Source: an optimization exercise on an open RTL-to-GDS flow (aim: small area, a short achievable clock period and few clock cycles per item). Production flows keep margins and buffers that such runs may drop.
Only simulation tests tie the RTL to the original design; equivalence was not proved.
No activity file was given, so power comes from the tool's default toggle rates.

== try-pepper ==
Design multiplication_top, start of the top module:
module multiplication_top(a_in, b_in, result, clk, reset, start, ready);
Settings: LEC_CHECK=0, CAP_MARGIN=20, CORE_MARGIN=2, CORE_UTILIZATION=40, SETUP_SLACK_MARGIN=0.6, SLEW_MARGIN=20; clock period 4.0 ns.
run.sh (not shown) runs the stock make flow with config.mk's settings and CLKGATE_MAP_FILE= SYNTH_SCRIPT=/design/flow/synth_recipe.tcl, a recipe that flattens the netlist after the stock synthesis.
Testbench counts of try-pepper, summed over its fixed seeds: cycles 9,608, items 1,600.
Relative to try-pepper, the following input files were edited for try-xenon:
Settings: a deleted SETUP_SLACK_MARGIN that had been 0.6.
## What came out
Higher switching power as a share of total power was reported by try-xenon, not try-pepper.
Minimum clock period after layout: try-xenon > try-pepper
try-xenon has routed length on met2 below what try-pepper had.
In the reports for try-xenon and try-pepper, the larger routed wire length belongs to try-pepper.
Final cell count went down by a few percent going from try-pepper to try-xenon.
The area of the mapped netlist on try-pepper is in line with that on try-xenon.
Lower core utilization was reported by try-xenon, not try-pepper.
The clock transition at the registers of the reported paths on try-xenon is in line with that on try-pepper.
Relative to try-xenon, the following input files were edited for try-onyx:
==> flow/flow/run.sh (new file) <==
#!/bin/bash
# The standard layout (standard.sh: standard synthesis, floorplan, place,
# CTS, route), except that the ports are buffered with plain sky130 buf_1
# cells instead of the delay buffers buffer_ports picks by default.
# make's full output goes to flow_make.log here; ORFS's per-step logs are
# under orfs/logs/.
set -euo pipefail
bash standard.sh "BUFFER_PORTS_ARGS=-buffer_cell sky130_fd_sc_hd__buf_1" finish > flow_make.log 2>&1
==> flow/standard.sh (new file) <==
#!/bin/bash
# synth_recipe.tcl (not shown) runs the flow's synth.tcl, then flattens the netlist and writes it again
# the make line also repeats each setting of config.mk as NAME=value (left out here)
make -C /OpenROAD-flow-scripts/flow DESIGN_CONFIG=/design/flow/config.mk WORK_HOME=/design/flow/orfs CLKGATE_MAP_FILE= SYNTH_SCRIPT=/design/flow/synth_recipe.tcl "${@:-finish}"
removed: flow/run.sh
Notes after the runs:
First-pass GRT wire length, try-xenon and try-onyx: smaller value in try-onyx
Delta(worst voltage drop across the vdd grid, try-onyx - try-xenon) < 0
Comparing the two runs side by side, try-onyx comes out ahead of try-xenon on total routed wirelength.
Higher worst setup slack among try-xenon and try-onyx: try-onyx
Largest incremental delay on the critical path: try-onyx > try-xenon
Per the comparison of try-onyx with try-xenon, cell count went down by about 1.7%, net load switching power -1.1%.
Measured against each other, try-xenon and try-onyx differ in final instance area, the lower figure coming from try-onyx.
There was hardly any difference in worst hold slack after final layout between try-xenon and try-onyx.
Relative to try-onyx, the following input files were edited for try-yarrow:
Settings: an added SETUP_SLACK_MARGIN of 1.2.
==> flow/run.sh (new file) <==
#!/bin/bash
# synth_recipe.tcl (not shown) runs the flow's synth.tcl, then flattens the netlist and writes it again
# the make line also repeats each setting of config.mk as NAME=value (left out here)
make -C /OpenROAD-flow-scripts/flow DESIGN_CONFIG=/design/flow/config.mk WORK_HOME=/design/flow/orfs CLKGATE_MAP_FILE= SYNTH_SCRIPT=/design/flow/synth_recipe.tcl finish
removed: flow/flow/run.sh
removed: flow/standard.sh
### Flow results
- Maximum single-stage delay on the critical path delta for try-yarrow relative to try-onyx: 0.04 ns lower
- The cell count number comes out lower for try-onyx vs try-yarrow.
- Design internal power on try-yarrow is behind try-onyx.
- Delta (try-yarrow minus try-onyx): global routing met2 resource utilization shows an increase of 2.3 points; proportion of cell area occupied by multi-input gates shows a reduction of 4.0 points; cell area shows an increase of 6300 µm².
- Every stage of the flow completed for try-yarrow, and the final layout passed the timing, DRC and antenna checks.
- Compared with try-onyx, in try-yarrow reported net switching power moved up; overall global routing resource usage moved up.

multiplication_top, a different RTL version from the one above (not shown whole).
For scale: roughly 3000 cells after synthesis, roughly 310 flip-flops, ~260 I/O pins.
==> flow/design.v (excerpt) <==
module multiplication_top(a_in, b_in, result, clk, reset, start, ready);
export LEC_CHECK = 0
export CAP_MARGIN = 20
export CORE_MARGIN = 2
export CORE_UTILIZATION = 40
export CTS_CLUSTER_DIAMETER = 100
export CTS_CLUSTER_SIZE = 30
export PLACE_DENSITY = 0.72
export SLEW_MARGIN = 20
create_clock -name core_clock -period 4.0 [get_ports {clk}]
standard.sh (not shown) runs the stock make flow with config.mk's settings and CLKGATE_MAP_FILE= SYNTH_SCRIPT=/design/flow/synth_recipe.tcl, a recipe that flattens the netlist after the stock synthesis.
==> flow/flow/run.sh <==
#!/bin/bash
# The standard layout (standard.sh: standard synthesis, floorplan, place,
# CTS, route), except that the ports are buffered with plain sky130 buf_1
# cells instead of the delay buffers buffer_ports picks by default.
# make's full output goes to flow_make.log here; ORFS's per-step logs are
# under orfs/logs/.
set -euo pipefail
bash standard.sh "BUFFER_PORTS_ARGS=-buffer_cell sky130_fd_sc_hd__buf_1" finish > flow_make.log 2>&1
The baseline completed with no timing, DRC or antenna violations.
Testbench counts at the start, summed over its fixed seeds: cycles 9,608, items 1,600.
Change:
- CTS_CLUSTER_DIAMETER: 100 -> 80
- CTS_CLUSTER_SIZE: 30 -> 20
- PLACE_DENSITY: 0.72 -> default
After rerunning:
- The new run finished clean
- sequential share of layout area decreases by 0.14 points
- sequential power stays flat
- utilization increases by 0.33 points
- critical path depth stays the same
- via count fell slightly
- global-route usage rose by 0.79 points
Change:
- ABC_AREA: default -> 1
- CTS_CLUSTER_DIAMETER: 80 -> 100
- CTS_CLUSTER_SIZE: 20 -> 30
Combinational power hardly moves.
Design area climbs by a few percent.
Wire length climbs by roughly a tenth.
Register-to-register slack gets better by 0.04 ns.
Global-route usage climbs by 1.7 points.
Hold slack gets worse by 0.015 ns.
First-iteration DRC count climbs by about a fifth.
Via count climbs by about a fifth.
Synthesized area climbs by a few percent.
Setup slack gets better by 0.042 ns.
Change:
- ABC_AREA: 1 -> default
Routed wire length is lower by roughly a tenth. Final area came out lower by a few percent. Clock skew fell by 0.0094 ns. Maximum frequency falls slightly. Core utilization went up by 0.45 points. Worst setup slack degrades by 0.019 ns. Via count shrinks by roughly a tenth. Die area is lower by a few percent. Worst hold slack gains 0.019 ns. Total power goes down slightly. Combinational power is about the same.

afterwards: timing with drivers on the ports:
The results above use ideal ports. As a check the final layouts listed here were re-extracted and re-timed, cells and wires unchanged. Step 1 assumes that a clkbuf_16 drives the clock port and a buf_2 every other input. Step 2 also shifts input and output timing later by t, the mid clock arrival at the registers, as if the neighbouring blocks saw the same clock. a / b / c = ideal ports / drivers / drivers and shift; a / b = the first two.
| run | shift t [ns] | setup slack, ns | hold WS [ns] |
|---|---|---|---|
| try-pepper | 0.655 | 0.195 / 0.195 / -0.421 | 0.407 / 0.407 / 0.407 |
| try-xenon | 0.649 | 0.075 / 0.068 / -0.581 | 0.411 / 0.411 / 0.411 |
| try-onyx | 0.647 | 0.109 / 0.109 / -0.471 | 0.409 / 0.409 / 0.409 |
| try-yarrow | 0.655 | 0.202 / 0.207 / -0.419 | 0.407 / 0.407 / 0.407 |
| the first run of note 2 | 0.635 | 0.089 / 0.089 / -0.476 | 0.430 / 0.430 / 0.430 |
| the second run of note 2 | 0.667 | 0.108 / 0.108 / -0.492 | 0.436 / 0.436 / 0.436 |
| the third run of note 2 | 0.659 | 0.150 / 0.150 / -0.388 | 0.421 / 0.421 / 0.421 |
| the fourth run of note 2 | 0.633 | 0.131 / 0.131 / -0.460 | 0.439 / 0.439 / 0.439 |
With both steps, setup timing fails in every run listed, where it was met with ideal ports. The setup slack of try-xenon, which loses most, moves by -0.007 ns with the drivers and by -0.656 ns with both steps.
